From an optimization exercise on the open Yosys and OpenROAD flow, aimed at small area, a short achievable clock period and few clock cycles; shortcuts taken in it are not production practice.
Where RTL was checked, it was by simulation tests only, not by an equivalence proof against the original.

## red
// bas
module bas(clock,reset,load, seed_x,seed_y,iterations,x,y,x_extreme,y_extreme,out_value,done );
Size: roughly 6400 cells after synthesis, ~310 flip-flops, roughly 55000 µm² of cells after synthesis.
export LEC_CHECK = 0
export CAP_MARGIN = 20
export CORE_MARGIN = 2
export CORE_UTILIZATION = 45
export SLEW_MARGIN = 20
create_clock -name core_clock -period 27.0 [get_ports {clock}]
standard.sh (not shown) runs the stock make flow with config.mk's settings and CLKGATE_MAP_FILE= SYNTH_SCRIPT=/design/flow/synth_recipe.tcl, a recipe that flattens the netlist after the stock synthesis.
==> flow/flow/run.sh <==
#!/bin/bash
# The standard layout, with timing repair aiming for 18 ns of setup slack
# at the design's clock period (over-fixing, as SETUP_SLACK_MARGIN does).
set -euo pipefail
bash standard.sh SETUP_SLACK_MARGIN=18 finish > orfs_make.log 2>&1
Edits applied to the flow inputs when going from red to blue:
==> flow/flow/run.sh <==
#!/bin/bash
# The standard layout, with timing repair aiming for 20 ns of setup slack
# at the design's clock period (over-fixing, as SETUP_SLACK_MARGIN does).
set -euo pipefail
bash standard.sh SETUP_SLACK_MARGIN=20 finish > orfs_make.log 2>&1
Notes after the runs:
- From red to blue the numbers moved as follows: total routed wirelength +4.8%; worst hold-check slack ~0 delta.
- For blue, the cell at the slowest stage of the critical path was sky130_fd_sc_hd__fa_1, unlike red, where it was sky130_fd_sc_hd__dfxtp_1.
- From red to blue the numbers moved as follows: proportion of layout cells with a drive suffix above 1 has increased, number of nets in the layout moved up.
- blue gives less final critical-path required period than red did.
- blue packs its core tighter than red.
- In the tables for red and blue, cell count reads higher with blue.
Setup changes, blue to green
==> flow/flow/run.sh <==
#!/bin/bash
# The standard layout, with timing repair aiming for 21 ns of setup slack
# at the design's clock period (over-fixing, as SETUP_SLACK_MARGIN does).
set -euo pipefail
bash standard.sh SETUP_SLACK_MARGIN=21 finish > orfs_make.log 2>&1
[summary]
On final critical-path share of the clock period, blue and green are neck and neck.
Between blue and green, the flow reports met2 wire length increasing by a few percent.
| shortest period the worst path allows | green vs blue | worse |
Relative to blue, utilization of the core after routing has increased by 1.0 points in green.
green against blue: non-clock buffer count went up 10; die area held; placed instance area went up about 0.4%.
blue → green: number of gates on the worst path with buffers counted picked up an extra 3.7%; sum of routed wire length over all layers picked up an extra about 1%.
No functional check of the RTL was part of any run of this note.


Another version of the RTL of bas (not shown whole).
Size: ~140 I/O pins, roughly 56,000 um^2 of cells after synthesis.
Settings: LEC_CHECK=0, ABC_AREA=1, CAP_MARGIN=20, CORE_MARGIN=2, CORE_UTILIZATION=45, SLEW_MARGIN=20; clock period 27.0 ns.
==> flow/flow/run.sh <==
#!/bin/bash
# The standard layout, with timing repair aiming for 20.25 ns of setup slack
# at the design's clock period (over-fixing, as SETUP_SLACK_MARGIN does),
# on the worst 10% of endpoints, and sky130_fd_sc_hd__buf_2 cells as the port buffers.
set -euo pipefail
bash standard.sh SETUP_SLACK_MARGIN=20.25 TNS_END_PERCENT=10 "BUFFER_PORTS_ARGS=-buffer_cell sky130_fd_sc_hd__buf_2" finish > orfs_make.log 2>&1
The baseline ran to the end with no violations.
Testbench counts at the start, summed over its fixed seeds: cycles 49,368.
Next try:
==> flow/flow/run.sh (replaced) <==
#!/bin/bash
# The standard layout, with timing repair aiming for 19.75 ns of setup slack
# at the design's clock period (over-fixing, as SETUP_SLACK_MARGIN does),
# on the worst 10% of endpoints, and sky130_fd_sc_hd__buf_2 cells as the port buffers.
set -euo pipefail
bash standard.sh SETUP_SLACK_MARGIN=19.75 TNS_END_PERCENT=10 "BUFFER_PORTS_ARGS=-buffer_cell sky130_fd_sc_hd__buf_2" finish > orfs_make.log 2>&1
The new run ran to the end with no violations. Via count goes down by 1.5%. Count of clock-buffer cells in the layout drops by 1. Area after synthesis is unchanged.
Next try:
==> flow/flow/run.sh (replaced) <==
#!/bin/bash
# The standard layout, with timing repair aiming for 20 ns of setup slack
# at the design's clock period (over-fixing, as SETUP_SLACK_MARGIN does),
# on the worst 10% of endpoints, and sky130_fd_sc_hd__buf_2 cells as the port buffers.
set -euo pipefail
bash standard.sh SETUP_SLACK_MARGIN=20 TNS_END_PERCENT=10 "BUFFER_PORTS_ARGS=-buffer_cell sky130_fd_sc_hd__buf_2" finish > orfs_make.log 2>&1
Settings changed: CORE_UTILIZATION 45 to 52.
Result: Wire length shrinks by about 1.9%; clock-buffer cell count grows by 4; synthesized cell count stays the same; flip-flop and latch count stays the same; global-route usage grows by 4.5 points; final area grows by about 1.3%; final cell count shrinks by about 1.9%; hold slack degrades by 0.019 ns; fmax grows by about 5%; setup slack improves by 0.36 ns; area after synthesis does not change.


bas, a different RTL version from the one above (not shown whole).
For scale: ~6,400 cells after synthesis, roughly 310 flip-flops, about 55,000 µm² of cells after synthesis.
clock: 27.0 ns
lec_check: 0
cap_margin: 20
core_margin: 2
core_utilization: 70
slew_margin: 20
==> flow/flow/run.sh <==
#!/bin/bash
# The standard layout, with timing repair aiming for 20 ns of setup slack
# at the design's clock period (over-fixing, as SETUP_SLACK_MARGIN does).
set -euo pipefail
bash standard.sh SETUP_SLACK_MARGIN=20 finish > orfs_make.log 2>&1
Testbench counts at the start, summed over its fixed seeds: cycles 49,368.
Edit:
- CORE_UTILIZATION: 70 -> 60
Core utilization went down by 10 points.
Worst setup slack is worse by 0.080 ns.
Design area went up by 1.2%.
Clock-buffer cell count went down by 3.
Sequential share of layout area went down by 0.13 points.
Maximum frequency went down by 1.0%.
Wire length went up by 1.2%.
Synthesized cell count stays the same.
Die area went up by 16%.


bas, a different RTL version from the one above (not shown whole).
Size: roughly 310 flip-flops, roughly 140 I/O pins.
Settings: LEC_CHECK=0, ABC_AREA=1, CAP_MARGIN=20, CORE_MARGIN=2, CORE_UTILIZATION=45, SLEW_MARGIN=20; clock period 27.0 ns.
==> flow/flow/run.sh <==
#!/bin/bash
# The standard layout: floorplan with the default timing repair, then the rest
# with timing repair aiming for 20 ns of setup slack at the design's clock
# period (over-fixing, as SETUP_SLACK_MARGIN does) on the worst 10% of
# endpoints, and buf_2 cells as the port buffers.
set -euo pipefail
bash standard.sh "BUFFER_PORTS_ARGS=-buffer_cell sky130_fd_sc_hd__buf_2" floorplan > orfs_make_floorplan.log 2>&1
bash standard.sh SETUP_SLACK_MARGIN=20 TNS_END_PERCENT=10 "BUFFER_PORTS_ARGS=-buffer_cell sky130_fd_sc_hd__buf_2" finish > orfs_make.log 2>&1
Testbench counts at the start, summed over its fixed seeds: cycles 49,368.
Change:
Settings changed: CORE_UTILIZATION 45 to 50.
Effect:
- wire length goes down by 4.4%
- synthesized area does not change
- final area fell by about 1.4%

-- what the ideal ports hide --
Ports are ideal in the flow. The routed layouts listed here were re-timed in OpenROAD. Step 1: set_driving_cell puts a clkbuf_16 on clock and a buf_2 on each other input, an assumption about the parent block. Step 2 moves the port delays by t, midway between the first and last clock arrival at a register: inputs arrive t later, outputs are due t later. That takes back most of the time a late clock gives input paths. Three values: no drivers, after step 1, after step 2; two values: the first two.
run | t (ns) | slack for setup (ns) | hold slack, ns | worst register clock-pin slew, ns | cell pins on the clock port's net
red | 0.707 | 18.502 / 18.502 / 18.502 | 0.464 / 0.464 / 0.464 | 0.09 / 0.09 | 1
blue | 0.692 | 19.356 / 19.356 / 19.356 | 0.463 / 0.463 / 0.463 | 0.07 / 0.07 | 1
green | 0.705 | 19.344 / 19.344 / 19.344 | 0.469 / 0.469 / 0.469 | 0.07 / 0.07 | 1
the first run of note 2 | 0.728 | 19.960 / 19.877 / 19.465 | 0.471 / 0.471 / 0.471 | 0.08 / 0.08 | 1
the second run of note 2 | 0.728 | 19.665 / 19.716 / 18.988 | 0.476 / 0.476 / 0.476 | 0.08 / 0.08 | 1
the third run of note 2 | 0.697 | 20.028 / 20.028 / 19.382 | 0.457 / 0.457 / 0.457 | 0.09 / 0.09 | 1
the first run of note 3 | 0.652 | 19.314 / 19.314 / 19.314 | 0.465 / 0.465 / 0.465 | 0.08 / 0.08 | 1
the second run of note 3 | 0.673 | 19.234 / 19.234 / 19.234 | 0.463 / 0.463 / 0.463 | 0.07 / 0.07 | 1
the first run of note 4 | 0.698 | 19.957 / 20.014 / 19.316 | 0.472 / 0.472 / 0.472 | 0.08 / 0.08 | 1
the second run of note 4 | 0.690 | 20.104 / 20.090 / 19.454 | 0.476 / 0.476 / 0.476 | 0.07 / 0.07 | 1
After both steps setup and hold are still met in every run listed. The setup slack of the second run of note 2, which loses most, moves by +0.051 ns with the drivers and by -0.677 ns with both steps.
